Context: an optimization exercise on an open-source flow, tuned for small area and a short achievable clock period. The choices shown serve that exercise and are no tape-out recipe. No run shown here included a check of the RTL's function; only the layout flow was run. No activity file was given, so power comes from the tool's default toggle rates.

==> flow/design.v (outline; a module is shown in full before it is edited, if it fits) <==
// module mult: 3258 lines
// module mult_fa: 6 lines
// module mult_pgp: 6 lines
// module mult_pgp_g: 5 lines
// module mult_pgn: 6 lines
// module mult_pgn_g: 5 lines
// module mult_ha: 6 lines
// module mult_bsel: 5 lines
module mult(clock, reset, enable, mplier, mcand, ROB_num_in, dest_PRN_in, start,
            product, ROB_num_out, dest_PRN_out, done);
  // ...
==> flow/run.sh <==
#!/bin/bash
# synth_recipe.tcl (not shown) runs the flow's synth.tcl, then flattens the netlist and writes it again
# the make line also repeats each setting of config.mk as NAME=value (left out here)
make -C /OpenROAD-flow-scripts/flow DESIGN_CONFIG=/design/flow/config.mk WORK_HOME=/design/flow/orfs CLKGATE_MAP_FILE= SYNTH_SCRIPT=/design/flow/synth_recipe.tcl finish
==> flow/config.mk <==
export PLATFORM = sky130hd
export DESIGN_NAME = mult
export DESIGN_NICKNAME = mult
export VERILOG_FILES = /design/flow/design.v
export SDC_FILE = /design/flow/constraint.sdc
export NUM_CORES = 4
export LEC_CHECK = 0
export CAP_MARGIN = 0
export CORE_MARGIN = 2
export CORE_UTILIZATION = 50
export CTS_CLUSTER_DIAMETER = 100
export CTS_CLUSTER_SIZE = 20
export PLACE_DENSITY = 0.7
export SETUP_SLACK_MARGIN = 4.8
export SLEW_MARGIN = 0
export SYNTH_HIERARCHICAL = 1
export SYNTH_MINIMUM_KEEP_SIZE = 0
==> flow/constraint.sdc <==
create_clock -name core_clock -period 8.0 [get_ports {clock}]
set_input_delay 1.6000 -clock core_clock [delete_from_list [all_inputs] [get_ports {clock}]]
set_output_delay 1.6000 -clock core_clock [all_outputs]
set_load 0.01 [all_outputs]
==> run notes, run 1 <==
- Number of buffers on the longest clock path: 3
- The synthesized netlist devotes around 15% of its cell area to compound gates.
- Routed Antenna Nets: 0
* Die boundary height: roughly 370 um
* Area of the multi-input gates: 0.04241 sq mm
- For the clock group, total power comes out at approximately 2900 uW.
* Power after layout: ~38000 uW
* Pin count of the biggest net entering global routing: between 150 and 200
- Number of setup buffers added after CTS: 24
- The sequential cells in the finished layout cover a total of about 0.023 sq mm.
- Number of vias in the routed layout: 51890
* Max-capacitance violation count: 0
- Final number of hold-violating endpoints: 0
- Data on the critical path arrives at its endpoint at slightly below 4 ns.
- Following the worst setup path forward leads to its endpoint at p4[63]$_DFFE_PP_.
- Cells after Synth: 5346
- R2R depth: 11
* CORE AREA: between 0.1 and 0.15 sq mm
- Hold Crit Endpoint: r3_16$_DFFE_PP_
* Global route overflow: 0
- Summing all placed instances gives a cell area of a little over 0.07 sq mm.
- The internal power of the cells totals between 15000 and 20000 uW.
- The largest registers in the layout are p4 (64), x1 (64).
- Routed vias/inst: 7.328
* Sequential-to-total area share from yosys stat: about a third
- Multiplexer area fraction after synthesis: less than 1%
- Global routing used roughly 46% of the available met1 tracks.
- Finished Core Util: a little under three fifths
- Crit start category: register
* Inverter count: 16
- Reg power frac: approximately 24%
* Shortest period the worst path allows: 3.390 ns
- The tightest min-delay check is of the reg -> reg type.
* Outcome: finished clean
- The floorplan step set the die width to roughly 370 um.
* Number of H-tree levels: 2
==> run 2: changes to the inputs <==
--- a/flow/config.mk
+++ b/flow/config.mk
@@ -10,4 +10,2 @@
 export CORE_UTILIZATION = 50
-export CTS_CLUSTER_DIAMETER = 100
-export CTS_CLUSTER_SIZE = 20
 export PLACE_DENSITY = 0.7
==> run 2 against run 1 <==
Maximum frequency about the same. Highest routed layer unchanged. Power rose by 5.3%. Sequential share of layout area shrank 0.77 points. Critical endpoint unchanged. Clock power rose by 66%. Clock skew rose by 0.023 ns. Non-clock buffer count increased by 5. Clock-buffer cell count up 43. Die area unchanged. Sequential power barely moved.
==> run notes, run 2 <==
* Hold Crit Endpoint: r3_2$_DFFE_PP_ (was r3_16$_DFFE_PP_)
- The number of cells on the critical path was 11 (unchanged).
- Most repeated cell in the gate-level netlist after synthesis: sky130_fd_sc_hd__xnor2_1 (unchanged)
- R2R depth: 11 (unchanged)
- The clock tree root driver cell was sky130_fd_sc_hd__clkbuf_16 (unchanged).
- Area of the multi-input gates: 0.04242 sq mm (was 0.04241 sq mm)
- The area growth from synthesis to layout was 12.82% (was 10.06%).
- The vias after detailed routing was 51640 (was 51890).
- The largest vdd supply drop came to 0.6752 mV (was 0.7074 mV).
- Slowest cell on the critical path: sky130_fd_sc_hd__edfxtp_1 (unchanged)
* Final non-filler cell area: 0.07640 sq mm (was 0.07453 sq mm)
* Router iterations before antenna repair: 11 (was 15)
* Critical Path AT: 3.87 ns (was 3.86 ns)
* Flip-flop and latch area: 0.02338 sq mm (unchanged)
- Launch point of the worst reg-to-reg path: r3_85$_DFFE_PP_ (unchanged)
- The worst endpoint required time was 8.48 ns (was 8.47 ns).
* Placement-stage cell area: 0.07122 sq mm (unchanged)
- The achievable clock frequency was 0.2952 GHz (was 0.2950 GHz).
- The power density of the placed cells is 525.4 mW/mm^2 (was 511.6 mW/mm^2).
* Number of clock sinks: 780 (unchanged)
- The pin slew with the least headroom to its limit was 1.019 ns (was 0.9979 ns).
* Post-route clock skew: 0.06605 ns (was 0.04313 ns)
- Relative slew margins: 32.04% (was 33.48%)
* Standard-cell rows: 135 (unchanged)
- Shortest period the worst path allows: 3.388 ns (was 3.390 ns)
* Final number of hold-violating endpoints: 0 (unchanged)
- Commonest cells after routing, fill and taps aside: sky130_fd_sc_hd__xnor2_1 (1117), sky130_fd_sc_hd__a22oi_1 (1023), sky130_fd_sc_hd__fa_1 (905), sky130_fd_sc_hd__edfxtp_1 (776), sky130_fd_sc_hd__nand2_1 (233) (was sky130_fd_sc_hd__xnor2_1 (1117), sky130_fd_sc_hd__a22oi_1 (1024), sky130_fd_sc_hd__fa_1 (905), sky130_fd_sc_hd__edfxtp_1 (776), sky130_fd_sc_hd__nand2_1 (233))
- The count of flip-flops with a built-in enable after synthesis came to 776 (unchanged).
* Worst setup path class: reg -> reg (unchanged)
- The setup slack of the most critical reg-to-reg path came to 4.61 ns (about the same).
* Top-Level Pins: 223 (unchanged)
- The critical path's top delay family is simple AND/OR/NAND/NOR gates (unchanged).
- Number of nets in the finished design: 6469 (was 6421)
- The number of cells produced by synthesis came to 5346 (unchanged).
- CORE AREA: 0.1350 sq mm (unchanged)
* Main area contributors after synthesis: sky130_fd_sc_hd__edfxtp_1 (34%), sky130_fd_sc_hd__fa_1 (27%), sky130_fd_sc_hd__xnor2_1 (14%) (unchanged)
- Largest registers: p4 (64), x1 (64) (unchanged)
- Most repeated library cell on the critical path: sky130_fd_sc_hd__nand2_1 (unchanged)
* Die X-Extent: 372.0 um (unchanged)
* Routed Antenna Nets: 0 (unchanged)
- The final HPWL from detailed placement was 153.7 mm (unchanged).
- Global-route wire length before repair: 377.1 mm (was 375.0 mm)
- Most area-hungry cell type in the Yosys netlist: sky130_fd_sc_hd__edfxtp_1 (unchanged)
- The most common library cell in the layout ignoring fill and taps is sky130_fd_sc_hd__xnor2_1 (unchanged).
* Average instance area after synthesis: 12.67 sq um (unchanged)
- Final number of setup-violating endpoints: 0 (unchanged)
* Routed vias/inst: 7.204 (was 7.328)
- The post-synthesis cell type count came to 30 (unchanged).
* Die boundary height: 372.0 um (unchanged)
- Number of buffers on the longest clock path: 3 (unchanged)
* Element type at the critical path end: register (unchanged)
- The fraction of layout instances using a drive strength above 1 is 12.28% (was 11.02%).
- The synthesis-stage register bit count came to 780 (unchanged).
- The via count of the first global-routing pass is 53470 (was 53020).
- The count of input and output buffers came to 222 (unchanged).
- Max-capacitance violation count: 0 (unchanged)
- Worst-skew pair later-pin latency: 0.77 ns (was 0.74 ns)
* Cts hold-fix bufs: 0 (unchanged)
- Global route overflow: 0 (unchanged)
- The clock-pin transition on the worst setup and hold timing paths was 0.06 ns (was 0.09 ns).
- Most used standard cells in the synthesized netlist: sky130_fd_sc_hd__xnor2_1 (1121), sky130_fd_sc_hd__a22oi_1 (1024), sky130_fd_sc_hd__fa_1 (907) (unchanged)
- Share of synthesized flip-flops with an asynchronous set or reset: 0% (unchanged)
- The sequential share of the synthesized area is 34.53% (unchanged).
- Synth warnings: 7 (unchanged)
* Post-Syn Area: 0.06772 sq mm (unchanged)
- The post-detailed-route DRC marker count came to 0 (unchanged).
- The number of antenna violations at the first check in global routing came to 6 (was 9).
* Post-DR wirelength/cell: 37.09 um (was 37.45 um)
- The TritonCTS clock tree is done (unchanged).
* Initial standard-cell utilization of the core: 50.18% (unchanged)
* Pin count of the biggest net entering global routing: 166 (unchanged)
- The class of the most critical hold timing path was reg -> reg (unchanged).
- The total wire length after detailed routing is 265.9 mm (was 265.1 mm).
* TritonCTS Buffers: 93 (was 50)
- Post-synth top area share: 34.41% (unchanged)
- Number of H-tree levels: 3 (was 2)
* Reg-to-Reg End: p4[63]$_DFFE_PP_ (unchanged)
- Static leakage: 0.02604 uW (was 0.02516 uW)
- Portion of the clock cycle consumed by the worst path in the final layout: 42.35% (was 42.37%)
- Max-slew violation count: 0 (unchanged)
- Outcome: finished clean (unchanged).
* Commonest register cell after synthesis: sky130_fd_sc_hd__edfxtp_1 (unchanged)
- The sum of negative setup slack came to 0 ns (unchanged).
* Crit start category: register (unchanged)
- The source of the worst hold timing path is r2_2$_DFFE_PP_ (was r2_20$_DFFE_PP_).
- The DRC violation total after the first TritonRoute iteration was 9741 (was 9785).
- Layout filler cell count: 10870 (was 11100)
- GRT Resource Usage Total: 38.45% (was 38.19%)
* Largest driver fanout on the critical path: 4 (unchanged)
- The overall die area is 0.1384 sq mm (unchanged).
* WHS Path Cells: 0 (unchanged)
- RSZ-0062 raised after global routing: yes (unchanged)
- Series of cell instances along the critical path: ha_1 -> ha_1 -> nand2_1 -> nor2_2 -> nand2_1 -> nor2_1 -> nand2_1 -> o21ai_4 -> xnor2_4 -> xnor2_2 -> xnor2_1 (was ha_1 -> ha_1 -> nand2_1 -> nor2_2 -> nand2_1 -> nor2_2 -> nand2_1 -> o21ai_4 -> xnor2_4 -> xnor2_2 -> xnor2_1)
- Critical Path Max Stage Delay: 0.57 ns (was 0.59 ns)
- Final GP Congestion: 0.9776 (unchanged)
- Buffers plus inverters on the worst setup path: 0 (unchanged)
[run 2: cell count changes in the layout (fill, tap and decap cells not counted), sizes merged]
| cell | before | now |
|---|---|---|
| clkinv | 7 | 38 |
| diode | 9 | 3 |
| clkinvlp | 1 | 5 |
| dlygate4sd2 | 42 | 53 |
| buf | 180 | 186 |
| clkbuf | 77 | 119 |
| dlymetal6s2s | 17 | 14 |
| inv | 25 | 18 |
| clkdlybuf4s50 | 162 | 154 |
| bufinv | 2 | 20 |
[run 2: logic make-up (layout without fill, tap and decap cells)]
group | after synthesis | in the layout | synth area share, %
muxes | 4 | 4 | 0.05913
AOI/OAI and AO/OA | 1370 | 1370 | 15.43
DFF | 780 | 780 | 34.53
other | 1 | 19 | 0.005538
xor gates and xnor gates | 1209 | 1209 | 15.68
adders and majority gates | 1015 | 1015 | 28.81
and+or+nand+nor | 382 | 382 | 2.145
buffers and inverters | 585 | 608 | 3.348
[run 2: worst register-to-register path: stages, from the launching register on]
cell and delay (ns):
sky130_fd_sc_hd__edfxtp_1 0.57, sky130_fd_sc_hd__ha_1 0.40, sky130_fd_sc_hd__ha_1 0.41, sky130_fd_sc_hd__nand2_1 0.17, sky130_fd_sc_hd__nor2_2 0.27, sky130_fd_sc_hd__nand2_1 0.16, sky130_fd_sc_hd__nor2_1 0.27, sky130_fd_sc_hd__nand2_1 0.14
sky130_fd_sc_hd__o21ai_4 0.30, sky130_fd_sc_hd__xnor2_4 0.17, sky130_fd_sc_hd__xnor2_2 0.16, sky130_fd_sc_hd__xnor2_1 0.12
[run 2: per-layer routing]
layer	global-route usage (%)	up-vias	wire length [um]
met2	54.38	5798	107500
met3	20.48	1791	47810
met5	0.2797	-	274
met4	23.21	12	23100
li1	-	18820	-
met1	46.09	25220	87170
[run 2: worst max path at each step]
| stage | endpoint | start | slack [ns] |
|---|---|---|---|
| 6_report | p4[63]$_DFFE_PP_ | r3_85$_DFFE_PP_ | 4.61 |
| 5_1_grt | p4[58]$_DFFE_PP_ | r3_105$_DFFE_PP_ | 4.54 |
| 4_1_cts | p4[63]$_DFFE_PP_ | r3_115$_DFFE_PP_ | 4.62 |
| 3_5_place_dp | p4[63]$_DFFE_PP_ | r3_121$_DFFE_PP_ | 4.01 |
| 3_3_place_gp | p4[63]$_DFFE_PP_ | r3_121$_DFFE_PP_ | 3.99 |
| 2_1_floorplan | r2_182$_DFFE_PP_ | neg1[4]$_DFFE_PP_ | 4.86 |
[run 2: what timing repair did]
action / 4_1_cts / 5_1_grt
resized for setup: 207 / 162
setup buffers: 26 / 17
gates cloned: 1 / 3
endpoints found under the hold margin: 0 / 0
setup endpoints to repair: 369 / 161
pin swaps: 4 / 14
[run 2: area by class of cell]
class | instances | area share [%]
clock buffers | 105 | 3.105
inverters | 16 | 0.07861
diodes | 3 | 0.009826
flip-flops and latches | 780 | 30.60
repair buffers | 422 | 6.431
multi-input cells | 3996 | 55.53
clock inverters | 65 | 1.328
well taps | 1781 | 2.917
[run 2: per-stage QoR]
step / power [uW] / hold slack (ns) / util (%) / std cells / worst slack, ns
2_1_floorplan: 23360 / 0.4003 / - / 5361 / 4.865
3_3_place_gp: 32570 / 0.4018 / 52.77 / 6948 / 3.993
3_5_place_dp: 33240 / 0.4045 / 52.77 / 6948 / 4.013
4_1_cts: 38440 / 0.4193 / 55.95 / 7145 / 4.625
5_1_grt: 42010 / 0.4239 / 56.61 / 7165 / 4.535
6_report: 40140 / 0.4182 / 56.61 / 7168 / 4.612
[run 2: power by group]
group	total (uW)	leakage (uW)	switching, uW	internal (uW)
logic	26200	0.0168	15900	10200
registers	9240	0.00762	955	8280
clock network	4740	0.00161	1930	2810
total	40100	0.0260	18800	21300
[run 2: per-module statistics from Yosys (local to each module, per instance)]
module	times used	area, sq um	flops+latches	cells inside
mult_fa	907	20.02	0	1
mult_pgn	106	12.51	0	2
mult	1	45340	780	3818
mult_pgn_g	41	5.005	0	1
mult_pgp_g	21	8.758	0	1
mult_pgp	147	12.51	0	2
mult_ha	53	12.51	0	1

[re-timing with driven ports]
How much do the figures lean on ideal ports? The routed layouts below were timed once more, with nothing changed but the port constraints.
Step 1 (the two cells are an assumption about what drives the block):
set clk [get_ports {clock}]
set_driving_cell -lib_cell sky130_fd_sc_hd__clkbuf_16 $clk
set_driving_cell -lib_cell sky130_fd_sc_hd__buf_2 [delete_from_list [all_inputs] $clk]
Step 2 times the ports against the registers' clock, not the clock port: input delays grow and output delays shrink by t, the midpoint of the rising clock arrivals with the driver on.
Slacks: no drivers / after step 1 / after step 2; pairs: no drivers / after step 1.
run | t (ns) | slack for setup (ns) | hold slack, ns | worst setup path after step 2 | slew at the worst register clock pin (ns)
run 1 | 0.799 | 4.610 / 4.610 / 4.342 | 0.419 / 0.419 / 0.419 | input to register | 0.10 / 0.10
run 2 | 0.816 | 4.612 / 4.612 / 4.319 | 0.418 / 0.418 / 0.418 | input to register | 0.07 / 0.07
After both steps setup and hold are still met in every run listed. The setup slack of run 2, which loses most, moves by 0.000 ns with the drivers and by -0.293 ns with both steps.
